What follows belongs to an exercise in optimizing a design on an open flow for small area; a production flow would make more cautious choices. At most, simulation tests tie the RTL to the original design; equivalence was not proved. Only the layout flow was run in run 2; the RTL was not checked for function there. Power and IR drop assume default switching activity.

==> design/flow/design.v <==
module mc_cneg (
    input  logic [31:0] v,
    input  logic        n,
    output logic [31:0] o
);
    logic [32:0] c;
    assign c[0] = n;
    for (genvar i = 0; i < 32; i++) begin : g
        wire t = v[i] ^ n;
        assign o[i]   = t ^ c[i];
        assign c[i+1] = t & c[i];
    end
endmodule
module mc_add #(parameter W = 32) (
    input  logic [W-1:0] a, b,
    input  logic         ci,
    output logic [W-1:0] s,
    output logic         co
);
    logic [W:0] c;
    assign c[0] = ci;
    for (genvar i = 0; i < W; i++) begin : g
        assign s[i]   = a[i] ^ b[i] ^ c[i];
        assign c[i+1] = (a[i] & b[i]) | (c[i] & (a[i] | b[i]));
    end
    assign co = c[W];
endmodule
module mc_sub #(parameter int W = 8, parameter int FB = 8, parameter int B = 8) (
    input  logic [W-1:0] a, b,
    output logic [W-1:0] d,
    output logic         co
);
    if (W <= FB) begin : grip
        logic [W:0] c;
        assign c[0] = 1'b1;
        for (genvar i = 0; i < W; i++) begin : g
            wire nb = ~b[i];
            assign d[i]   = a[i] ^ nb ^ c[i];
            assign c[i+1] = (a[i] & nb) | (c[i] & (a[i] | nb));
        end
        assign co = c[W];
    end else begin : gblk
        localparam int NB = (W - FB + B - 1) / B;     
        logic [NB:0] cb;                              
        logic [FB:0] c;
        assign c[0] = 1'b1;
        for (genvar i = 0; i < FB; i++) begin : g0
            wire nb = ~b[i];
            assign d[i]   = a[i] ^ nb ^ c[i];
            assign c[i+1] = (a[i] & nb) | (c[i] & (a[i] | nb));
        end
        assign cb[0] = c[FB];
        for (genvar k = 0; k < NB; k++) begin : gb
            localparam int LO = FB + k * B;
            localparam int HI = (LO + B < W) ? LO + B : W;
            localparam int N  = HI - LO;
            logic [N:0] cc;
            logic [N-1:0] s0;
            logic [N:0] ic;
            assign cc[0] = 1'b0;
            for (genvar i = 0; i < N; i++) begin : g
                wire nb = ~b[LO+i];
                assign s0[i]   = a[LO+i] ^ nb ^ cc[i];
                assign cc[i+1] = (a[LO+i] & nb) | (cc[i] & (a[LO+i] | nb));
            end
            assign ic[0] = cb[k];
            for (genvar i = 0; i < N; i++) begin : gi
                assign d[LO+i]  = s0[i] ^ ic[i];
                assign ic[i+1] = s0[i] & ic[i];
            end
            assign cb[k+1] = cc[N] | (cb[k] & (&s0));
        end
        assign co = cb[NB];
    end
endmodule
module mc_row #(parameter int W = 17, parameter int FB = 9, parameter int B = 7) (
    input  logic [31:0] a, b,
    input  logic        ci,
    output logic [31:0] s,
    output logic        cw, c32
);
    localparam int NB = (W - FB + B - 1) / B;
    logic [NB:0] cb;
    logic [FB:0] c;
    assign c[0] = ci;
    for (genvar i = 0; i < FB; i++) begin : g0
        assign s[i]   = a[i] ^ b[i] ^ c[i];
        assign c[i+1] = (a[i] & b[i]) | (c[i] & (a[i] | b[i]));
    end
    assign cb[0] = c[FB];
    for (genvar k = 0; k < NB; k++) begin : gb
        localparam int LO = FB + k * B;
        localparam int HI = (LO + B < W) ? LO + B : W;
        localparam int N  = HI - LO;
        logic [N:0] cc, ic;
        logic [N-1:0] s0;
        assign cc[0] = 1'b0;
        for (genvar i = 0; i < N; i++) begin : g
            assign s0[i]   = a[LO+i] ^ b[LO+i] ^ cc[i];
            assign cc[i+1] = (a[LO+i] & b[LO+i]) | (cc[i] & (a[LO+i] | b[LO+i]));
        end
        assign ic[0] = cb[k];
        for (genvar i = 0; i < N; i++) begin : gi
            assign s[LO+i] = s0[i] ^ ic[i];
            assign ic[i+1] = s0[i] & ic[i];
        end
        assign cb[k+1] = cc[N] | (cb[k] & (&s0));
    end
    assign cw = cb[NB];
    logic [32-W:0] ct;
    assign ct[0] = cw;
    for (genvar i = W; i < 32; i++) begin : gt
        assign s[i]       = a[i] ^ b[i] ^ ct[i-W];
        assign ct[i-W+1]  = (a[i] & b[i]) | (ct[i-W] & (a[i] | b[i]));
    end
    assign c32 = ct[32-W];
endmodule
module mc_md (
    input  logic        clk,
    input  logic [31:0] a, b,
    input  logic        s, div, isq, ph1,
    output logic [63:0] p,
    output logic [31:0] dres
);
    wire sa = a[31], sb = b[31];
    logic [31:0] ua;
    mc_cneg na (.v(a), .n(sa), .o(ua));
    wire [31:0] m = div ? (b ^ {32{~sb}}) : a;
    wire sm = s & ~div;     
    logic [32:17] hz;
    assign hz[32] = 1'b1;
    for (genvar w = 17; w < 32; w++) begin : ghz
        assign hz[w] = sb ? ((&b[31:w]) & (|b[w-1:0])) : ~(|b[31:w]);
    end
    wire bz = ~(|b);
    logic [48:0] mr;      
    logic [31:0] O [0:15];
    logic [15:0] co, lsb, q;
    for (genvar r = 0; r < 16; r++) begin : row
        localparam int W = r + 17;
        wire bs = div | (ph1 ? b[r] : b[r+16]);
        wire nbit = ph1 ? ua[31-r] : ua[15-r];
        logic [31:0] A, B, S;
        for (genvar i = 0; i < 32; i++) begin : gpp
            wire inv;
            if (r < 15) begin : gl
                assign inv = (i == 31) ? sm : 1'b0;
            end else begin : gl15
                assign inv = (i == 31) ? (sm & ph1) : (sm & ~ph1);
            end
            assign B[i] = (m[i] & bs) ^ inv;
        end
        for (genvar i = 0; i < 32; i++) begin : ga
            wire am, ad;    
            if (r == 0) begin : g0
                if (i < 31) begin : gm
                    assign am = ph1 ? 1'b0 : mr[17+i];
                end else begin : gm31
                    assign am = ph1 ? 1'b0 : mr[48];
                end
                if (i == 0) begin : gd0
                    assign ad = nbit;
                end else if (i <= 16) begin : gd
                    assign ad = ph1 ? 1'b0 : mr[16+i-1];
                end else begin : gdx
                    assign ad = 1'b0;
                end
            end else begin : gn
                if (r == 1 && i == 31) begin : gm1
                    assign am = co[0] | (s & ph1);     
                end else if (i == 31) begin : gm31
                    assign am = co[r-1];
                end else begin : gm
                    assign am = O[r-1][i+1];
                end
                if (i == 0) begin : gd0
                    assign ad = nbit;
                end else if (i < W) begin : gd
                    assign ad = O[r-1][i-1];
                end else begin : gdx
                    assign ad = 1'b0;
                end
            end
            assign A[i] = div ? ad : am;
        end
        logic cw, c32;
        mc_row #(.W(W), .FB(9), .B(7)) add (.a(A), .b(B), .ci(div & ~sb), .s(S), .cw(cw), .c32(c32));
        assign q[15-r] = cw & hz[W];
        assign co[r] = c32;
        assign lsb[r] = S[0];
        wire keep = div & ~q[15-r];     
        for (genvar i = 0; i < 32; i++) begin : go
            if (i < W) begin : gk
                assign O[r][i] = keep ? A[i] : S[i];
            end else begin : gs
                assign O[r][i] = S[i];
            end
        end
    end
    always_ff @(negedge clk) mr <= {co[15], O[15], (div ? q : lsb)};
    assign p = {co[15] ^ s, O[15][31:1], lsb, mr[15:0]};
    wire negq = (sa ^ sb) & ~bz;
    wire [31:0] sel = isq ? {mr[15:0], q} : O[15];
    mc_cneg no (.v(sel), .n(isq ? negq : sa), .o(dres));
endmodule
module CPU (
    input  logic        clk, rst_n,
    output logic [13:0] imem_addr,
    input  logic [31:0] imem_rdata,
    output logic [13:0] dmem_addr,
    output logic [31:0] dmem_wdata,
    output logic        dmem_we,
    input  logic [31:0] dmem_rdata,
    input  logic [7:0]  switches1, switches2, switches3,
    input  logic        bt1, bt2, bt3, bt4, bt5,
    input  logic [4:0]  kb_idx,
    output logic [7:0]  led1_out, led2_out,
    output logic [31:0] seg1_out
);
    wire rst = ~rst_n;
    function automatic [31:0] immgen(input [31:0] i);
        case (i[6:0])
            7'b0010011, 7'b0000011, 7'b1100111: immgen = {{20{i[31]}}, i[31:20]};
            7'b0100011: immgen = {{20{i[31]}}, i[31:25], i[11:7]};
            7'b1100011: immgen = {{19{i[31]}}, i[31], i[7], i[30:25], i[11:8], 1'b0};
            7'b0110111, 7'b0010111: immgen = {i[31:12], 12'b0};
            7'b1101111: immgen = {{11{i[31]}}, i[31], i[19:12], i[20], i[30:21], 1'b0};
            default: immgen = 32'b0;
        endcase
    endfunction
    function automatic [31:0] rstval(input [4:0] r);
        rstval = (r == 5'd2) ? 32'h00007ffc : (r == 5'd3) ? 32'hffffff00 : 32'h0;
    endfunction
    logic [31:0] pc;
    logic [31:0] d_inst, d_pc, d_ppc;      
    logic        d_pred;
    logic [31:0] e_inst, e_pc, e_d1, e_d2, e_ppc;   
    logic        e_pred;
    logic [31:0] m_alu, m_d2;              
    logic [4:0]  m_rd;
    logic [2:0]  m_op;
    logic        m_we, m_re, m_rw;
    logic [31:0] w_data;                   
    logic [4:0]  w_rd;
    logic        w_rw;
    logic icache_stall, dcache_stall, hz_stall, predict_fail;
    logic [31:0] old_pc;
    logic        old_branch, old_actual;
    logic ph_p, ph_n;
    always_ff @(posedge clk) ph_p <= !rst && !ph_p;
    always_ff @(negedge clk) ph_n <= ph_p;
    wire ph1 = ph_p ^ ph_n;
    logic [15:0] ic_v;
    logic [15:0][9:0]  ic_tag;
    logic [15:0][31:0] ic_dat;
    logic [1:0]  ic_rs;
    wire [3:0] ic_off = pc[5:2];
    wire [9:0] ic_t   = pc[15:6];
    wire unc_i = pc[31:16] == 16'h1c09;
    logic [15:0] ic_sel;
    for (genvar i = 0; i < 16; i++) begin : gics
        assign ic_sel[i] = ic_off == i;
    end
    logic ic_lv;
    logic [9:0]  ic_tag_r;
    logic [31:0] ic_dat_r;    
    always_comb begin
        ic_lv = 1'b0; ic_tag_r = 10'b0; ic_dat_r = 32'b0;
        for (int i = 0; i < 16; i++) begin
            ic_lv    = ic_lv | (ic_sel[i] & ic_v[i]);
            ic_tag_r = ic_tag_r | (ic_tag[i] & {10{ic_sel[i]}});
            ic_dat_r = ic_dat_r | (ic_dat[i] & {32{ic_sel[i] & ic_v[i]}});
        end
    end
    wire ic_hit = ic_lv && ic_tag_r == ic_t;
    logic [31:0] rom_w;
    always_comb begin
        case (pc[7:2])
        6'd0: rom_w = 32'hff810113;
        6'd1: rom_w = 32'h00512223;
        6'd2: rom_w = 32'h00612023;
        6'd3: rom_w = 32'h00a00293;
        6'd4: rom_w = 32'h02588c63;
        6'd5: rom_w = 32'h00100293;
        6'd6: rom_w = 32'h04588663;
        6'd7: rom_w = 32'h00200293;
        6'd8: rom_w = 32'h04588663;
        6'd9: rom_w = 32'h00300293;
        6'd10: rom_w = 32'h04588663;
        6'd11: rom_w = 32'h00500293;
        6'd12: rom_w = 32'h00588e63;
        6'd13: rom_w = 32'h00600293;
        6'd14: rom_w = 32'h00588e63;
        6'd15: rom_w = 32'h00700293;
        6'd16: rom_w = 32'h00588e63;
        6'd17: rom_w = 32'h0380006f;
        6'd18: rom_w = 32'h0000006f;
        6'd19: rom_w = 32'h0001a503;
        6'd20: rom_w = 32'h02c0006f;
        6'd21: rom_w = 32'h0041a503;
        6'd22: rom_w = 32'h0240006f;
        6'd23: rom_w = 32'h0081a503;
        6'd24: rom_w = 32'h01c0006f;
        6'd25: rom_w = 32'h00a1a623;
        6'd26: rom_w = 32'h0140006f;
        6'd27: rom_w = 32'h00a1a823;
        6'd28: rom_w = 32'h00c0006f;
        6'd29: rom_w = 32'h02a1a423;
        6'd30: rom_w = 32'h0040006f;
        6'd31: rom_w = 32'h00012303;
        6'd32: rom_w = 32'h00412283;
        6'd33: rom_w = 32'h00810113;
        6'd34: rom_w = 32'h10200073;
        default: rom_w = 32'h00000000;
        endcase
    end
    wire [31:0] rom_out = (pc[15:8] == 8'b0 && pc[1:0] == 2'b0) ? rom_w : 32'h00000000;
    wire [31:0] mem_inst = unc_i ? rom_out : imem_rdata;
    wire [31:0] inst = (ic_rs == 2'd2 || unc_i) ? mem_inst : ic_dat_r;
    assign icache_stall = !unc_i && !predict_fail && !ic_hit && ic_rs != 2'd3;
    assign imem_addr = pc[15:2];
    always_ff @(negedge clk) ic_rs <= (rst || !icache_stall) ? 2'd0 : ic_rs + 2'd1;
    always_ff @(posedge clk)
        for (int i = 0; i < 16; i++)
            if (rst || (ic_rs == 2'd2 && ic_off == i)) ic_v[i] <= !rst;
    always_ff @(posedge clk)
        for (int i = 0; i < 16; i++)
            if (ic_rs == 2'd2 && ic_off == i) begin
                ic_tag[i] <= ic_t;
                ic_dat[i] <= mem_inst;
            end
    logic [31:0] sepc;
    logic        start_flag;
    logic [15:0][1:0]  bht;
    logic [15:0][31:0] ras;
    logic [3:0]  ras_top;
    logic [31:0] ras_r;
    always_comb begin
        ras_r = 32'b0;
        for (int i = 0; i < 16; i++) ras_r = ras_r | (ras[i] & {32{ras_top == i}});
    end
    wire [6:0] opc_i = inst[6:0];
    wire jal_i  = opc_i == 7'b1101111;
    wire jalr_i = opc_i == 7'b1100111;
    wire br_i   = opc_i == 7'b1100011;
    wire jump_i = jal_i | jalr_i;
    wire excp   = opc_i == 7'b1110011;
    wire sret   = excp && inst[31:25] == 7'b0001000;
    wire rs1_is1 = !jal_i && inst[19:15] == 5'd1;
    wire rd_is1  = inst[11:7] == 5'd1;
    wire [31:0] imm_i = immgen(inst);
    wire [31:0] pc4, pcimm;
    wire c_unused0, c_unused1;
    mc_add #(30) inc4 (.a(pc[31:2]), .b(30'd1), .ci(1'b0), .s(pc4[31:2]), .co(c_unused0));
    assign pc4[1:0] = pc[1:0];
    mc_add #(32) addi (.a(pc), .b(imm_i), .ci(1'b0), .s(pcimm), .co(c_unused1));
    logic [1:0] bht_cur;
    always_comb begin
        bht_cur = 2'b0;
        for (int i = 0; i < 16; i++) bht_cur = bht_cur | (bht[i] & {2{ic_sel[i]}});
    end
    wire taken_i = bht_cur[1];
    logic        pred_res;
    logic [31:0] tgt0;
    always_comb begin
        if (!start_flag) begin
            pred_res = 1'b0; tgt0 = 32'b0;
        end else if (predict_fail) begin
            pred_res = 1'b0; tgt0 = old_pc;
        end else if (jump_i) begin
            pred_res = 1'b1; tgt0 = rs1_is1 ? ras_r : pcimm;
        end else if (br_i) begin
            pred_res = taken_i; tgt0 = taken_i ? pcimm : pc4;
        end else begin
            pred_res = 1'b0; tgt0 = pc4;
        end
    end
    wire [31:0] target = excp ? (sret ? sepc : 32'h1c090000) : tgt0;
    wire bp_stall = icache_stall || dcache_stall || hz_stall;
    always_ff @(posedge clk)
        if (rst || (excp && !sret)) sepc <= rst ? 32'b0 : pc4;
    always_ff @(posedge clk) start_flag <= !rst;
    wire [3:0] upd = e_pc[5:2];
    logic [1:0] bht_old;
    always_comb begin
        bht_old = 2'b0;
        for (int i = 0; i < 16; i++) bht_old = bht_old | (bht[i] & {2{upd == i}});
    end
    wire [1:0] bht_new = old_actual ? ((bht_old == 2'b11) ? 2'b11 : bht_old + 2'b01)
                                    : ((bht_old == 2'b00) ? 2'b00 : bht_old - 2'b01);
    wire bht_we = old_branch && !bp_stall;
    always_ff @(posedge clk)
        for (int i = 0; i < 16; i++)
            if (rst || (bht_we && upd == i)) bht[i] <= rst ? 2'b01 : bht_new;
    wire ras_op = start_flag && jump_i && !bp_stall && !predict_fail;
    wire [3:0] ras_up = ras_top + 4'd1;
    always_ff @(posedge clk) begin
        if (rst || !start_flag) ras_top <= 4'd0;
        else if (ras_op) begin
            if (rd_is1) ras_top <= ras_up;
            else if (rs1_is1) ras_top <= ras_top - 4'd1;
        end
    end
    wire [31:0] ras_d = rst ? 32'b0 : pc4;
    always_ff @(posedge clk)
        for (int i = 0; i < 16; i++)
            if (rst || (ras_op && rd_is1 && ras_up == i)) ras[i] <= ras_d;
    always_ff @(posedge clk)
        if (rst || !(hz_stall || icache_stall || dcache_stall)) pc <= rst ? 32'b0 : target;
    wire d_clr = rst || (icache_stall && !dcache_stall && !hz_stall) || predict_fail;
    wire d_ld  = !(dcache_stall || hz_stall);
    always_ff @(posedge clk) begin
        if (d_clr || d_ld) begin
            d_inst <= d_clr ? 32'b0 : inst;
            d_pred <= d_clr ? 1'b0 : pred_res;
        end
        if (d_ld) begin
            d_pc <= pc; d_ppc <= target;
        end
    end
    wire [4:0] d_rs1 = d_inst[19:15];
    wire [4:0] d_rs2 = d_inst[24:20];
    wire [4:0] e_rd  = e_inst[11:7];
    wire e_load = e_inst[6:0] == 7'b0000011;
    assign hz_stall = e_load && (e_rd == d_rs1 || e_rd == d_rs2);
    logic rst_neg;                 
    always_ff @(negedge clk) rst_neg <= rst;
    logic [31:1][31:0] rf;
    wire w_wr = w_rw && w_rd != 5'd0;
    wire [31:0] rf_d = rst_neg ? 32'b0 : w_data;
    always_ff @(posedge clk)
        for (int i = 1; i < 32; i++)
            if (rst_neg || (w_wr && w_rd == i))
                rf[i] <= (i == 2 || i == 3) ? (rst_neg ? rstval(i[4:0]) : w_data) : rf_d;
    wire [31:0][31:0] regs = {rf, 32'b0};
    wire [4:0]  raddr = ph1 ? d_rs1 : d_rs2;
    logic [31:0] rport;
    always_comb begin
        rport = 32'b0;
        for (int i = 1; i < 32; i++) rport = rport | (rf[i] & {32{raddr == i}});
    end
    wire [31:0] rval  = (w_wr && w_rd == raddr) ? w_data : rport;
    logic [31:0] r1tmp;
    always_ff @(negedge clk) r1tmp <= rst ? rstval(d_rs1) : rval;
    wire [31:0] r2val = rst_neg ? rstval(d_rs2) : rval;
    wire e_clr = rst || ((hz_stall || predict_fail) && !dcache_stall);
    wire e_ld  = !dcache_stall;
    always_ff @(posedge clk) begin
        if (e_clr || e_ld) begin
            e_inst <= e_clr ? 32'b0 : d_inst;
            e_pred <= e_clr ? 1'b0 : d_pred;
            e_d1   <= e_clr ? 32'b0 : r1tmp;
        end
        if (e_ld) begin
            e_pc <= d_pc; e_d2 <= r2val; e_ppc <= d_ppc;
        end
    end
    logic [3:0] aluop;
    logic [2:0] bruop, memop;
    logic [1:0] alusrc;
    logic jalr_e, memwrite, memread, regwrite;
    wire [6:0] opc = e_inst[6:0];
    wire [2:0] f3  = e_inst[14:12];
    wire [6:0] f7  = e_inst[31:25];
    always_comb begin
        aluop = 4'd3; bruop = 3'd0; memop = 3'd0; alusrc = 2'd0;
        jalr_e = 1'b0; memwrite = 1'b0; memread = 1'b0; regwrite = 1'b0;
        case (opc)
            7'b0110011: begin
                regwrite = 1'b1;
                if (f7 == 7'h01) begin
                    case (f3)
                        3'd0: aluop = 4'd10;
                        3'd1: aluop = 4'd11;
                        3'd2: aluop = 4'd12;
                        3'd3: aluop = 4'd13;
                        3'd4: aluop = 4'd14;
                        3'd6: aluop = 4'd15;
                        default: aluop = 4'd0;
                    endcase
                end else begin
                    case (f3)
                        3'd0: aluop = (f7 == 7'h20) ? 4'd4 : 4'd3;
                        3'd1: aluop = 4'd5;
                        3'd2: aluop = 4'd8;
                        3'd3: aluop = 4'd9;
                        3'd4: aluop = 4'd2;
                        3'd5: aluop = (f7 == 7'h20) ? 4'd7 : 4'd6;
                        3'd6: aluop = 4'd1;
                        default: aluop = 4'd0;
                    endcase
                end
            end
            7'b0010011: begin
                regwrite = 1'b1; alusrc = 2'd1;
                case (f3)
                    3'd0: aluop = 4'd3;
                    3'd1: aluop = 4'd5;
                    3'd2: aluop = 4'd8;
                    3'd3: aluop = 4'd9;
                    3'd4: aluop = 4'd2;
                    3'd5: aluop = (f7 == 7'h20) ? 4'd7 : 4'd6;
                    3'd6: aluop = 4'd1;
                    default: aluop = 4'd0;
                endcase
            end
            7'b0000011: begin
                alusrc = 2'd1; memread = 1'b1; regwrite = 1'b1;
                case (f3)
                    3'd0: memop = 3'd0;
                    3'd1: memop = 3'd1;
                    3'd2: memop = 3'd2;
                    3'd4: memop = 3'd3;
                    3'd5: memop = 3'd4;
                    default: memop = 3'd0;
                endcase
            end
            7'b0100011: begin
                alusrc = 2'd1; memwrite = 1'b1;
                case (f3)
                    3'd0: memop = 3'd5;
                    3'd1: memop = 3'd6;
                    3'd2: memop = 3'd7;
                    default: memop = 3'd0;
                endcase
            end
            7'b1100011: begin
                case (f3)
                    3'd0: bruop = 3'd1;
                    3'd1: bruop = 3'd2;
                    3'd4: bruop = 3'd3;
                    3'd5: bruop = 3'd4;
                    3'd6: bruop = 3'd5;
                    3'd7: bruop = 3'd6;
                    default: bruop = 3'd0;
                endcase
            end
            7'b1100111: begin bruop = 3'd7; jalr_e = 1'b1; alusrc = 2'd1; regwrite = 1'b1; end
            7'b1101111: begin bruop = 3'd7; alusrc = 2'd2; regwrite = 1'b1; end
            7'b0110111: begin alusrc = 2'd1; regwrite = 1'b1; end
            7'b0010111: begin alusrc = 2'd3; regwrite = 1'b1; end
            7'b1110011: begin end
            default: aluop = 4'd0;
        endcase
    end
    wire [31:0] imm = immgen(e_inst);
    wire [4:0] e_rs1 = e_inst[19:15];
    wire [4:0] e_rs2 = e_inst[24:20];
    logic [31:0] mem_addr;
    wire fa_m = m_rw && m_rd != 5'd0 && m_rd == e_rs1;
    wire fa_w = !fa_m && w_wr && w_rd == e_rs1;
    wire fb_m = m_rw && m_rd != 5'd0 && m_rd == e_rs2;
    wire fb_w = !fb_m && w_wr && w_rd == e_rs2;
    wire [31:0] s1r = fa_m ? mem_addr : fa_w ? w_data : e_d1;
    wire [31:0] s2r = fb_m ? mem_addr : fb_w ? w_data : e_d2;
    wire [31:0] s1c = fa_m ? m_alu : fa_w ? w_data : e_d1;
    wire [31:0] s2c = fb_m ? m_alu : fb_w ? w_data : e_d2;
    wire [31:0] bx = s1r ^ s2r;
    wire beq = bx == 32'b0;
    logic [31:0] blc;
    assign blc[0] = 1'b0;
    for (genvar i = 0; i < 31; i++) begin : gblc
        assign blc[i+1] = (~s1r[i] & s2r[i]) | (~s1r[i] & blc[i]) | (s2r[i] & blc[i]);
    end
    wire bsd  = s1r[31] ^ s2r[31];
    wire bltu = bsd ? s2r[31] : blc[31];
    wire blt  = bsd ? s1r[31] : blc[31];
    always_comb begin
        case (bruop)
            3'd1: old_actual = beq;
            3'd2: old_actual = !beq;
            3'd3: old_actual = blt;
            3'd4: old_actual = !blt;
            3'd5: old_actual = bltu;
            3'd6: old_actual = !bltu;
            3'd7: old_actual = 1'b1;
            default: old_actual = 1'b0;
        endcase
    end
    assign old_branch = bruop != 3'd0;
    wire [31:0] ta = (old_actual && jalr_e) ? s1r : e_pc;
    wire [31:0] tb = old_actual ? imm : 32'd4;
    wire c_unused2;
    mc_add #(32) tadd (.a(ta), .b(tb), .ci(1'b0), .s(old_pc), .co(c_unused2));
    assign predict_fail = (old_actual != e_pred) || (old_branch && e_ppc != old_pc);
    wire [31:0] x = alusrc[1] ? e_pc : s1c;
    logic [31:0] y;
    always_comb begin
        case (alusrc)
            2'd0: y = s2c;
            2'd2: y = 32'd4;
            default: y = imm;
        endcase
    end
    wire is_sub = aluop == 4'd4 || aluop == 4'd8 || aluop == 4'd9;
    logic [31:0] asum;
    logic aco;
    mc_add #(32) aadd (.a(x), .b(y ^ {32{is_sub}}), .ci(is_sub), .s(asum), .co(aco));
    wire slt  = (x[31] ^ y[31]) ? x[31] : asum[31];
    wire sltu = !aco;
    wire is_sh = aluop == 4'd5 || aluop == 4'd6 || aluop == 4'd7;
    wire [4:0] sh = y[4:0];
    wire [4:0] shk = (aluop == 4'd5) ? sh : (5'd0 - sh);
    logic [31:0] shb, shmask;
    for (genvar i = 0; i < 32; i++) begin : gsh
        assign shb[i] = is_sh ? (shk == i) : s2c[i];
        assign shmask[i] = (i > 31 - sh);      
    end
    logic [63:0] prod;
    logic [31:0] dres;
    mc_md md (.clk(clk), .a(s1c), .b(shb), .s(aluop == 4'd11), .div(aluop == 4'd14 || aluop == 4'd15),
              .isq(aluop == 4'd14), .ph1(ph1), .p(prod), .dres(dres));
    logic [31:0] alu_res;
    always_comb begin
        case (aluop)
            4'd0:  alu_res = x & y;
            4'd1:  alu_res = x | y;
            4'd2:  alu_res = x ^ y;
            4'd3, 4'd4: alu_res = asum;
            4'd5:  alu_res = prod[31:0];
            4'd6:  alu_res = (sh == 5'd0) ? prod[31:0] : prod[63:32];
            4'd7:  alu_res = ((sh == 5'd0) ? prod[31:0] : prod[63:32]) | (shmask & {32{x[31]}});
            4'd8:  alu_res = {31'b0, slt};
            4'd9:  alu_res = {31'b0, sltu};
            4'd10: alu_res = prod[31:0];
            4'd11, 4'd12, 4'd13: alu_res = prod[63:32];
            default: alu_res = dres;
        endcase
    end
    always_ff @(posedge clk) begin
        if (rst || !dcache_stall) begin
            m_alu <= rst ? 32'b0 : alu_res;
            m_we <= !rst && memwrite; m_re <= !rst && memread; m_rw <= !rst && regwrite;
        end
        if (!dcache_stall) begin
            m_d2 <= s2c; m_rd <= e_rd; m_op <= memop;
        end
    end
    logic [15:0] dc_v, dc_dt;
    logic [15:0][9:0]  dc_tag;
    logic [15:0][31:0] dc_dat;
    logic [2:0]  cs;             
    logic        od;             
    logic [9:0]  otag;
    logic [31:0] odata;
    wire [3:0] off = m_alu[5:2];
    wire [9:0] tg  = m_alu[15:6];
    wire unc = m_alu[19:16] == 4'hf;
    logic [15:0] dc_sel;
    for (genvar i = 0; i < 16; i++) begin : gdcs
        assign dc_sel[i] = off == i;
    end
    logic lv, ldt;
    logic [9:0]  ltag;
    logic [31:0] ldat;
    always_comb begin
        lv = 1'b0; ldt = 1'b0; ltag = 10'b0; ldat = 32'b0;
        for (int i = 0; i < 16; i++) begin
            lv   = lv | (dc_sel[i] & dc_v[i]);
            ldt  = ldt | (dc_sel[i] & dc_dt[i]);
            ltag = ltag | (dc_tag[i] & {10{dc_sel[i]}});
            ldat = ldat | (dc_dat[i] & {32{dc_sel[i]}});
        end
    end
    wire hit = lv && ltag == tg;
    wire wbn = od && otag != tg;
    wire acc_ = m_re || m_we;
    assign dcache_stall = !unc && acc_ && (cs != (wbn ? 3'd4 : 3'd2)) && (!hit || wbn);
    wire cs2 = cs == 3'd2;
    wire io = m_alu[31:16] == 16'hffff;
    logic [31:0] io_data;
    always_comb begin
        case (m_alu)
            32'hffffff00: io_data = {24'b0, switches1};
            32'hffffff04: io_data = {24'b0, switches2};
            32'hffffff08: io_data = {24'b0, switches3};
            32'hffffff14: io_data = {31'b0, bt1};
            32'hffffff18: io_data = {31'b0, bt2};
            32'hffffff1c: io_data = {31'b0, bt3};
            32'hffffff20: io_data = {31'b0, bt4};
            32'hffffff24: io_data = {31'b0, bt5};
            32'hffffff2c: io_data = {31'b0, kb_idx[4]};
            32'hffffff30: io_data = {28'b0, kb_idx[3:0]};
            default:      io_data = 32'b0;
        endcase
    end
    wire [31:0] mem_data = io ? io_data : dmem_rdata;
    wire [31:0] rin = (cs2 || unc) ? mem_data : ldat;
    logic [31:0] rout;
    always_comb begin
        case (m_op)
            3'd2: rout = rin;
            3'd1: rout = m_alu[1] ? {{16{rin[31]}}, rin[31:16]} : {{16{rin[15]}}, rin[15:0]};
            3'd4: rout = {16'b0, m_alu[1] ? rin[31:16] : rin[15:0]};
            3'd3: case (m_alu[1:0])
                      2'd0: rout = {24'b0, rin[7:0]};
                      2'd1: rout = {24'b0, rin[15:8]};
                      2'd2: rout = {24'b0, rin[23:16]};
                      default: rout = {24'b0, rin[31:24]};
                  endcase
            3'd0: case (m_alu[1:0])
                      2'd0: rout = {{24{rin[7]}}, rin[7:0]};
                      2'd1: rout = {{24{rin[15]}}, rin[15:8]};
                      2'd2: rout = {{24{rin[23]}}, rin[23:16]};
                      default: rout = {{24{rin[31]}}, rin[31:24]};
                  endcase
            3'd7: rout = m_d2;
            3'd6: rout = m_alu[1] ? {m_d2[15:0], rin[15:0]} : {rin[31:16], m_d2[15:0]};
            default: case (m_alu[1:0])
                      2'd0: rout = {rin[31:8], m_d2[7:0]};
                      2'd1: rout = {rin[31:16], m_d2[7:0], rin[7:0]};
                      2'd2: rout = {rin[31:24], m_d2[7:0], rin[15:0]};
                      default: rout = {m_d2[7:0], rin[23:0]};
                  endcase
        endcase
    end
    wire cweb = (acc_ && cs2) || (m_we && hit && cs == 3'd0);
    wire [31:0] cwdata = (m_re && cs2) ? mem_data : rout;
    always_ff @(negedge clk) begin
        if (rst || !dcache_stall) begin
            cs <= 3'd0; od <= 1'b0;
        end else begin
            cs <= cs + 3'd1;
            if (cs == 3'd0) od <= lv & ldt;
        end
        if (cs == 3'd0) begin
            otag  <= lv ? ltag : 10'b0;
            odata <= ldat;
        end
    end
    always_ff @(posedge clk)
        for (int i = 0; i < 16; i++)
            if (rst || (cweb && off == i)) dc_v[i] <= !rst;
    always_ff @(posedge clk)
        for (int i = 0; i < 16; i++)
            if (cweb && off == i) begin
                dc_dt[i]  <= m_we;
                dc_tag[i] <= tg;
                dc_dat[i] <= cwdata;
            end
    always_comb begin
        case (cs)
            3'd0, 3'd1: mem_addr = m_alu;
            3'd2, 3'd3: mem_addr = {16'b0, otag, m_alu[5:0]};
            default:    mem_addr = 32'b0;
        endcase
    end
    assign dmem_addr  = mem_addr[15:2];
    assign dmem_we    = (cs2 && wbn) || cs == 3'd3;
    assign dmem_wdata = odata;
    logic [7:0]  led1, led2;
    logic [31:0] seg1;
    wire [31:0] io_wd = rst ? 32'b0 : m_d2;
    always_ff @(posedge clk) begin
        if (rst || m_alu == 32'hffffff0c) led1 <= io_wd[7:0];
        if (rst || m_alu == 32'hffffff10) led2 <= io_wd[7:0];
        if (rst || m_alu == 32'hffffff28) seg1 <= io_wd;
    end
    assign led1_out = led1;
    assign led2_out = led2;
    assign seg1_out = seg1;
    always_ff @(posedge clk) begin
        if (rst || !dcache_stall) w_rw <= !rst && m_rw;
        if (!dcache_stall) begin
            w_data <= m_re ? rout : m_alu; w_rd <= m_rd;
        end
    end
endmodule
==> design/flow/flow/run.sh <==
#!/bin/bash
# Layout flow: the standard ORFS flow (standard.sh), with two changes:
#  - synthesis runs ORFS's own ABC area script without its last buffering and
#    upsizing commands (flow/abc_area.script), which size gates for a 200 ps
#    target that this design's 200 ns clock does not need; registers are
#    mapped by the unchanged synthesis script before ABC runs, so they are
#    the standard synthesis's, with the same names and cells;
#  - the port buffers are sky130_fd_sc_hd__buf_1 cells.
# Every other step runs ORFS's own scripts unchanged. Each tool's full output
# goes to a log file in this folder (make.log, write_def.log) and ORFS's
# per-step logs under orfs/logs/.
set -euo pipefail
W=$(pwd)
rm -rf "$W/scripts_mod"
cp -r "$FLOW_HOME/scripts" "$W/scripts_mod"
cp "$W/flow/abc_area.script" "$W/scripts_mod/abc_area.script"
# standard.sh's make call, with the copied scripts and the port-buffer cell
sed -e "s#CLKGATE_MAP_FILE= #CLKGATE_MAP_FILE= SCRIPTS_DIR=$W/scripts_mod 'BUFFER_PORTS_ARGS=-buffer_cell sky130_fd_sc_hd__buf_1' #" \
    -e "s#^  openroad -no_init -exit \(.*\)\$#  openroad -no_init -exit \1 > $W/write_def.log 2>\&1#" \
    standard.sh > "$W/own_standard.sh"
grep -q "SCRIPTS_DIR=$W/scripts_mod" "$W/own_standard.sh"
bash "$W/own_standard.sh" > "$W/make.log" 2>&1
test -s "$W/out/final.def"
==> design/flow/flow/abc_area.script <==
strash
dch
map -B 0.9
topo
stime -c
dnsize -c
==> design/flow/standard.sh <==
#!/bin/bash
# synth_recipe.tcl (not shown) runs the flow's synth.tcl, then flattens the netlist and writes it again
# the make line also repeats each setting of config.mk as NAME=value (left out here)
make -C /OpenROAD-flow-scripts/flow DESIGN_CONFIG=/design/flow/config.mk WORK_HOME=/design/flow/orfs CLKGATE_MAP_FILE= SYNTH_SCRIPT=/design/flow/synth_recipe.tcl "${@:-finish}"
==> design/flow/config.mk <==
export PLATFORM = sky130hd
export DESIGN_NAME = CPU
export DESIGN_NICKNAME = CPU
export VERILOG_FILES = /design/flow/design.v
export SDC_FILE = /design/flow/constraint.sdc
export NUM_CORES = 8
export LEC_CHECK = 0
export ABC_AREA = 1
export CAP_MARGIN = 30
export CORE_MARGIN = 2
export CORE_UTILIZATION = 63
export CTS_BUF_LIST = sky130_fd_sc_hd__clkbuf_8
export CTS_CLUSTER_DIAMETER = 60
export CTS_CLUSTER_SIZE = 14
export PLACE_DENSITY = 0.72
export SLEW_MARGIN = 30
==> design/flow/constraint.sdc <==
create_clock -name core_clock -period 200.0 [get_ports {clk}]
set_input_delay 40.0000 -clock core_clock [delete_from_list [all_inputs] [get_ports {clk}]]
set_output_delay 40.0000 -clock core_clock [all_outputs]
set_load 0.01 [all_outputs]
==> flow_metrics.env, run 1 <==
export IMPL_status="complete, no violations"
export IMPL_grt_pass1_wl_mm=860.6
export IMPL_hold_buffers=0
export IMPL_cts_made_buffers=308
export IMPL_internal_power_uw=1462
export IMPL_via_per_inst=6.632
export IMPL_dp_cells=19476
export IMPL_antenna_found_initial=40
export IMPL_grt_pass1_vias=124851
export IMPL_final_cell_mix="edfxtp_1, nand2_1, clkinv_1"
export IMPL_track_usage=0.4238
export IMPL_finish_instance_area_um2=191500
export IMPL_syn_inst=15092
export IMPL_finalHoldViolCount=0
export IMPL_post_cts_buffers=0
export IMPL_ir_drop_mv=0.007693
export IMPL_end_kind="flop"
export IMPL_synth_area_um2=174900
export IMPL_drc=0
export IMPL_seqPwrFrac=0.403
export IMPL_clock_latency_ns=1.12
export IMPL_yosysUniqueCellTypes=54
export IMPL_die_w_um=530.8
export IMPL_dp_hpwl_mm=415.1
export IMPL_cts_sink_count=3571
export IMPL_powerDensity_nw_per_um2=13.25
export IMPL_initial_core_util=0.6329
export IMPL_drv_slew=0
export IMPL_ys_ff_latch=3571
export IMPL_dpl_instance_area_um2=185200
export IMPL_critPathKind="flop to flop"
export IMPL_routabilityCongestion=1.084
export IMPL_worstSetupStartpointType="flop"
export IMPL_ctsRootBufferMaster="clkbuf_8"
export IMPL_r2r_start="m_rd[3]$_DFFE_PN_"
export IMPL_synth_area_leaders="edfxtp_1, nand2_1, fa_1"
export IMPL_swShare=0.4240
export IMPL_wl_per_cell_um=30.13
export IMPL_detail_route_first_pass_iterations=7
export IMPL_rsz0062_at_grt="false"
export IMPL_drt_initial_drc_count=21537
export IMPL_synth_avg_cell_area_um2=11.59
export IMPL_synth_top_area_frac=0.5930
export IMPL_cap_viol_max_count=0
export IMPL_seq_area_frac_synth=0.6065
export IMPL_required_ns=100.78
export IMPL_slowest_stage="nor2_1"
export IMPL_combinationalPowerShare=0.428
export IMPL_r2r_end="md.mr[20]$_DFF_N_"
export IMPL_synth_edff_count=3453
export IMPL_p_switching_uw=1076
export IMPL_cellLeakagePower_uw=0.07012
export IMPL_regToRegSetupSlack_ns=6.41
export IMPL_area_growth_pct=9.530
export IMPL_pwr_share_clk=0.169
export IMPL_grt_max_degree=124
export IMPL_drive_gt1_frac=0.07286
export IMPL_overflow=0
export IMPL_cp_common_cell="fa_1"
export IMPL_fin_nets=17371
export IMPL_reg2regPathDepth=336
export IMPL_min_from="d_pc[21]$_DFFE_PP_"
export IMPL_cp_max_fo=30
export IMPL_num_vias=133134
export IMPL_setup_tns_final_ns=0
export IMPL_cts_tree="yes"
export IMPL_async_flop_share=0
export IMPL_coreArea_um2=276300
export IMPL_worst_pin_slew_ns=1.110
export IMPL_critPathArrivalTime_ns=94.37
export IMPL_final_cells=20076
export IMPL_final_common_cell="edfxtp_1"
export IMPL_worst_hold_path_type="flop to flop"
export IMPL_die_area_um2=281800
export IMPL_synth_top_cell_by_area="edfxtp_1"
export IMPL_min_to="e_pc[21]$_DFFE_PN_"
export IMPL_die_h_um=530.8
export IMPL_ys_flop_type="edfxtp_1"
export IMPL_hold_ws_ns=0.4201
export IMPL_yosys_warnings=3
export IMPL_skew_ns=0.1803
export IMPL_min_path_cells=0
export IMPL_finalSetupViolCount=0
export IMPL_finalWirelength_mm=604.9
export IMPL_syn_num_nets=16244
export IMPL_rows=193
export IMPL_io_buffers=208
export IMPL_max_clock_path_buffers=4
export IMPL_maxSlewHeadroom=0.2520
export IMPL_cts_repair_resized=0
export IMPL_pin_count=209
export IMPL_cpPeakStageDelay_ns=0.77
export IMPL_ant_nets=0
export IMPL_htree_levels=5
export IMPL_clk_pin_slew_worst_paths_ns=0.10
## flip-flops by register name, summed over array words and instances (netlist names), 49 cells and up
| register | cells |
|---|---|
| dc_dat | 512 |
| md.mr | 49 |
| ic_dat | 512 |
| rf | 992 |
| ic_tag | 160 |
| dc_tag | 160 |
| ras | 512 |
## power groups by stage
stage / clock network (uW) / logic [uW] / registers [uW]
after floorplan: 3.99 / 597 / 1020
after global placement: 3.99 / 1040 / 1030
after detailed placement: 3.99 / 1040 / 1040
after CTS: 429 / 1050 / 1020
after global routing: 456 / 1150 / 1030
final: 429 / 1090 / 1020
## area by class of cell
class | instances | area (um^2)
Antenna cell | 25 | 62.56
Sequential cell | 3571 | 106100
Clock inverter | 246 | 1700
Timing Repair Buffer | 701 | 4627
Tap cell | 3705 | 4636
Inverter | 1552 | 5838
Clock buffer | 322 | 4432
Fill cell | 20337 | 84740
Multi-Input combinational cell | 9954 | 64170
## synthesized netlist by cell type, types with 53 or more instances
library cell / instances
a22oi_1: 105
a21oi_1: 544
o21a_1: 83
nor3_1: 67
a22o_1: 213
fa_1: 563
xor2_1: 194
ha_1: 489
o22ai_1: 140
dfxtp_1: 118
o211ai_1: 111
nand3_1: 500
nor2_1: 1314
a31oi_1: 54
edfxtp_1: 3453
a221oi_1: 528
xnor2_1: 53
clkinv_1: 1553
nand2_1: 3220
o21ai_0: 981
nand4_1: 322
or2_2: 60
## kinds of logic (layout without fill, tap and decap cells)
logic type	after synthesis	in the layout	share of synthesized area
flip-flops	3571	3571	0.6065
other	0	25	0
XOR/XNOR	247	247	0.01237
AND/OR/NAND/NOR	5544	5544	0.1296
multiplexers	44	44	0.002526
adder cells (fa/ha/maj)	1052	1052	0.09945
AO/OA/AOI/OAI	3067	3067	0.1156
buffers and inverters	1567	2821	0.03394
## critical path: cells and delay by family (launching register included)
family	cells	cell delay, ns
compound gates	68	13.18
mux	5	1.30
buf+inv	42	11.00
fa+ha+maj	151	53.93
simple gates	69	13.02
xor+xnor	1	0.25
flops	1	0.47
## per-layer routing
metal	part of all wire	track usage
met1	0.37	0.6047
met2	0.43	0.6163
met3	0.14	0.1128
met4	0.051	0.1838
met5	0.00034	0
## worst max-delay path by stage
stage / depth (start not counted) / to / startpoint
2_1_floorplan: 304 / md.mr[17]$_DFF_N_ / e_inst[3]$_SDFFCE_PP0P_
3_3_place_gp: 340 / m_alu[31]$_SDFFCE_PN0P_ / ph_n$_DFF_N_
3_5_place_dp: 339 / m_alu[31]$_SDFFCE_PN0P_ / ph_n$_DFF_N_
4_1_cts: 335 / md.mr[27]$_DFF_N_ / m_rd[4]$_DFFE_PN_
5_1_grt: 336 / md.mr[20]$_DFF_N_ / m_rd[4]$_DFFE_PN_
6_report: 336 / md.mr[20]$_DFF_N_ / m_rd[3]$_DFFE_PN_
## metrics by stage
step / utilization / worst slack (ns) / total power (uW)
6_report: 0.6933 / 6.413 / 2538
5_1_grt: 0.6931 / 1.573 / 2638
4_1_cts: 0.6924 / 8.176 / 2494
3_5_place_dp: 0.6702 / 8.280 / 2077
3_3_place_gp: 0.6697 / 10.40 / 2077
2_1_floorplan: - / 3.348 / 1623
==> run 2: changes to the inputs <==
--- a/design/flow/design.v
+++ b/design/flow/design.v
@@ -124,8 +124,7 @@
 );
     wire sa = a[31], sb = b[31];
-    logic [31:0] ua;
+    logic [31:0] ua, ub;
     mc_cneg na (.v(a), .n(sa), .o(ua));
-    wire [31:0] m = div ? (b ^ {32{~sb}}) : a;
-    wire sm = s & ~div;     
+    mc_cneg nb (.v(b), .n(sb), .o(ub));
     logic [32:17] hz;
     assign hz[32] = 1'b1;
@@ -139,5 +138,5 @@
     for (genvar r = 0; r < 16; r++) begin : row
         localparam int W = r + 17;
-        wire bs = div | (ph1 ? b[r] : b[r+16]);
+        wire bs = ph1 ? b[r] : b[r+16];
         wire nbit = ph1 ? ua[31-r] : ua[15-r];
         logic [31:0] A, B, S;
@@ -145,9 +144,9 @@
             wire inv;
             if (r < 15) begin : gl
-                assign inv = (i == 31) ? sm : 1'b0;
+                assign inv = (i == 31) ? s : 1'b0;
             end else begin : gl15
-                assign inv = (i == 31) ? (sm & ph1) : (sm & ~ph1);
+                assign inv = (i == 31) ? (s & ph1) : (s & ~ph1);
             end
-            assign B[i] = (m[i] & bs) ^ inv;
+            assign B[i] = div ? ~ub[i] : ((a[i] & bs) ^ inv);
         end
         for (genvar i = 0; i < 32; i++) begin : ga
@@ -185,5 +184,5 @@
         end
         logic cw, c32;
-        mc_row #(.W(W), .FB(9), .B(7)) add (.a(A), .b(B), .ci(div & ~sb), .s(S), .cw(cw), .c32(c32));
+        mc_row #(.W(W), .FB(9), .B(7)) add (.a(A), .b(B), .ci(div), .s(S), .cw(cw), .c32(c32));
         assign q[15-r] = cw & hz[W];
         assign co[r] = c32;
@@ -248,5 +247,5 @@
     logic        old_branch, old_actual;
     logic ph_p, ph_n;
-    always_ff @(posedge clk) ph_p <= !rst && !ph_p;
+    always_ff @(posedge clk) ph_p <= ~ph_p;
     always_ff @(negedge clk) ph_n <= ph_p;
     wire ph1 = ph_p ^ ph_n;
@@ -558,12 +557,9 @@
     wire [31:0] bx = s1r ^ s2r;
     wire beq = bx == 32'b0;
-    logic [31:0] blc;
-    assign blc[0] = 1'b0;
-    for (genvar i = 0; i < 31; i++) begin : gblc
-        assign blc[i+1] = (~s1r[i] & s2r[i]) | (~s1r[i] & blc[i]) | (s2r[i] & blc[i]);
-    end
-    wire bsd  = s1r[31] ^ s2r[31];
-    wire bltu = bsd ? s2r[31] : blc[31];
-    wire blt  = bsd ? s1r[31] : blc[31];
+    logic [31:0] bd;
+    logic bco;
+    mc_add #(32) bcmp (.a(s1r), .b(~s2r), .ci(1'b1), .s(bd), .co(bco));
+    wire bltu = !bco;
+    wire blt  = (s1r[31] ^ s2r[31]) ? s1r[31] : bd[31];
     always_comb begin
         case (bruop)
==> design/flow/run.sh (new file) <==
#!/bin/bash
# synth_recipe.tcl (not shown) runs the flow's synth.tcl, then flattens the netlist and writes it again
# the make line also repeats each setting of config.mk as NAME=value (left out here)
make -C /OpenROAD-flow-scripts/flow DESIGN_CONFIG=/design/flow/config.mk WORK_HOME=/design/flow/orfs CLKGATE_MAP_FILE= SYNTH_SCRIPT=/design/flow/synth_recipe.tcl finish
==> design/flow/config.mk (replaced) <==
export PLATFORM = sky130hd
export DESIGN_NAME = CPU
export DESIGN_NICKNAME = CPU
export VERILOG_FILES = /design/flow/design.v
export SDC_FILE = /design/flow/constraint.sdc
export NUM_CORES = 8
export LEC_CHECK = 0
export ABC_AREA = 1
export CAP_MARGIN = 20
export CORE_MARGIN = 2
export CORE_UTILIZATION = 70
export CTS_BUF_LIST = sky130_fd_sc_hd__clkbuf_8
export CTS_CLUSTER_DIAMETER = 60
export CTS_CLUSTER_SIZE = 16
export PLACE_DENSITY = 0.78
export SLEW_MARGIN = 20
removed: design/flow/flow/run.sh
removed: design/flow/flow/abc_area.script
removed: design/flow/standard.sh
==> flow_metrics.env, run 2 <==
export IMPL_cp_common_cell="fa_1"
export IMPL_dp_hpwl_mm=453.3
export IMPL_slowest_stage="nor2_1"
export IMPL_status="complete, no violations"
export IMPL_cts_tree="yes"
export IMPL_syn_num_nets=18198
export IMPL_wl_per_cell_um=31.93
export IMPL_cap_viol_max_count=0
export IMPL_grt_pass1_vias=138179
export IMPL_die_h_um=516.0
export IMPL_required_ns=100.85
export IMPL_power_uw=1841
export IMPL_synth_top_cell_by_area="edfxtp_1"
export IMPL_post_cts_buffers=0
export IMPL_final_util=0.7577
export IMPL_yosysUniqueCellTypes=83
export IMPL_synth_top_family_by_area="simple AND/OR/NAND/NOR gates"
export IMPL_largest_register="rf"
export IMPL_finish_instance_area_um2=197100
export IMPL_final_cell_mix="nand2_1, edfxtp_1, inv_1"
export IMPL_dpl_instance_area_um2=191500
export IMPL_clk_pin_slew_worst_paths_ns=0.10
export IMPL_cp_max_fo=27
export IMPL_cts_made_buffers=280
export IMPL_detail_route_first_pass_iterations=10
export IMPL_synth_area_leaders="edfxtp_1, nand2_1, fa_1"
export IMPL_ys_ff_latch=3571
export IMPL_synth_compound_area_share=0.1130
export IMPL_htree_levels=5
export IMPL_fin_nets=18425
export IMPL_n_fill_cell=16523
export IMPL_rsz0062_at_grt="false"
export IMPL_grt_max_degree=98
export IMPL_overflow=0
export IMPL_grt_pass1_wl_mm=944.4
export IMPL_area_growth_pct=7.413
export IMPL_regToRegSetupSlack_ns=11.34
export IMPL_maxSlewHeadroom=0.1368
export IMPL_synth_mux_area_frac=0.0005999
export IMPL_hold_buffers=0
export IMPL_finalHoldViolCount=0
export IMPL_synth_edff_count=3453
export IMPL_powerDensity_nw_per_um2=9.338
export IMPL_synth_avg_cell_area_um2=10.81
export IMPL_initial_core_util=0.7054
export IMPL_routabilityCongestion=1.110
export IMPL_worstSetupStartpointType="flop"
export IMPL_ant_nets=0
export IMPL_seq_area_frac_synth=0.5778
export IMPL_drt_initial_drc_count=27232
export IMPL_synth_most_common_cell="nand2_1"
export IMPL_yosys_area_share_simple=0.1457
export IMPL_critPathKind="flop to flop"
export IMPL_final_common_cell="nand2_1"
export IMPL_cts_repair_resized=0
export IMPL_worst_pin_slew_ns=1.295
export IMPL_pin_count=209
export IMPL_num_vias=145617
export IMPL_track_usage=0.4945
export IMPL_synth_top_area_frac=0.5650
export IMPL_skew_ns=0.1459
export IMPL_end_kind="flop"
export IMPL_antenna_found_initial=50
export IMPL_cpPeakStageDelay_ns=0.78
export IMPL_drive_gt1_frac=0.07940
export IMPL_ir_drop_mv=0.01041
export IMPL_die_w_um=516.0
export IMPL_critPathArrivalTime_ns=89.51
export IMPL_ctsRootBufferMaster="clkbuf_8"
export IMPL_setup_tns_final_ns=0
export IMPL_finalWirelength_mm=665.9
export IMPL_max_clock_path_buffers=4
export IMPL_yosys_warnings=3
export IMPL_worst_hold_path_type="flop to flop"
export IMPL_coreArea_um2=260200
export IMPL_rows=187
export IMPL_cellLeakagePower_uw=0.07767
export IMPL_drv_slew=0
export IMPL_cts_sink_count=3571
export IMPL_ys_flop_type="edfxtp_1"
export IMPL_syn_inst=16985
export IMPL_synth_adder_area_share=0.09899
export IMPL_synth_common_cells="nand2_1, edfxtp_1, inv_1"
export IMPL_die_area_um2=266300
export IMPL_synth_xor_area_frac=0.01193
export IMPL_io_buffers=208
export IMPL_via_per_inst=6.983
export IMPL_clock_latency_ns=1.10
export IMPL_dpl_worst_slack_ns=13.34
export IMPL_finalSetupViolCount=0
export IMPL_async_flop_share=0
export IMPL_synth_area_um2=183500
export IMPL_worst_slack_ns=11.34
export IMPL_largest_reg_flops=992
export IMPL_drc=0
-- run 2: cell types whose count changed in the layout (fill, tap and decap cells not counted), moves of 201 or more --
cell             delta
clkinv_1         -1649
inv_1            +1657
nor2_1            -543
nand2_1          +1117
a21oi_1           +201
buf_1             -207
clkdlybuf4s50_1   +207
-- run 2: worst paths after layout --
check / cells past startpoint / to / from
setup / recovery: 349 / md.mr[47]$_DFF_N_ / w_rd[4]$_DFFE_PN_
hold reg to reg: 0 / e_ppc[11]$_DFFE_PN_ / d_ppc[11]$_DFFE_PP_
setup reg to reg: 349 / md.mr[47]$_DFF_N_ / w_rd[4]$_DFFE_PN_
hold / removal: 0 / e_ppc[11]$_DFFE_PN_ / d_ppc[11]$_DFFE_PP_
-- run 2: area by class of cell --
type                            count  area [um^2]  share of cell area
Inverter                         1583         5961             0.03024
Tap cell                         3496         4374             0.02219
Antenna cell                       29        72.57           0.0003681
Multi-Input combinational cell  10941        69310              0.3516
Clock buffer                      288         3964             0.02011
Clock inverter                    242         1555            0.007889
Timing Repair Buffer              704         5838             0.02961
Sequential cell                  3571       106100              0.5380
-- run 2: cells by family (layout without fill, tap and decap cells) --
family / Yosys count / after routing
simple gates: 6388 / 6388
flops: 3571 / 3571
compound gates: 3179 / 3179
buf+inv: 2473 / 2817
fa+ha+maj: 1113 / 1113
xor+xnor: 250 / 250
mux: 11 / 11
other cells: 0 / 29
-- run 2: through the flow --
stage          hold slack [ns]  cells
6_report                0.3750  20854
5_1_grt                 0.4004  20830
4_1_cts                 0.3981  20822
3_5_place_dp            0.4044  20293
3_3_place_gp            0.3950  20290
2_1_floorplan           0.3806  16985
-- run 2: power breakdown --
part,leakage [uW],switching [uW],internal (uW),total (uW)
clock,0.00342,248,156,404
sequential,0.0353,41.1,919,960
combinational,0.0389,352,124,477
total,0.0777,641,1200,1840
-- run 2: metal layers --
layer | vias up | track usage | share of wire
met3 | 3007 | 0.1769 | 0.17
met5 | - | 0 | 0.00038
li1 | 59921 | - | -
met1 | 68456 | 0.6559 | 0.33
met2 | 14195 | 0.7005 | 0.42
met4 | 38 | 0.3035 | 0.078
-- run 2: worst max-delay path: cells and delay by family (launching register included) --
| kind | cells | cell delay (ns) |
|---|---|---|
| fa+ha+maj | 150 | 49.97 |
| simple gates | 88 | 15.39 |
| compound gates | 63 | 13.85 |
| buf+inv | 47 | 8.50 |
| flops | 1 | 0.34 |
| xor+xnor | 1 | 0.14 |
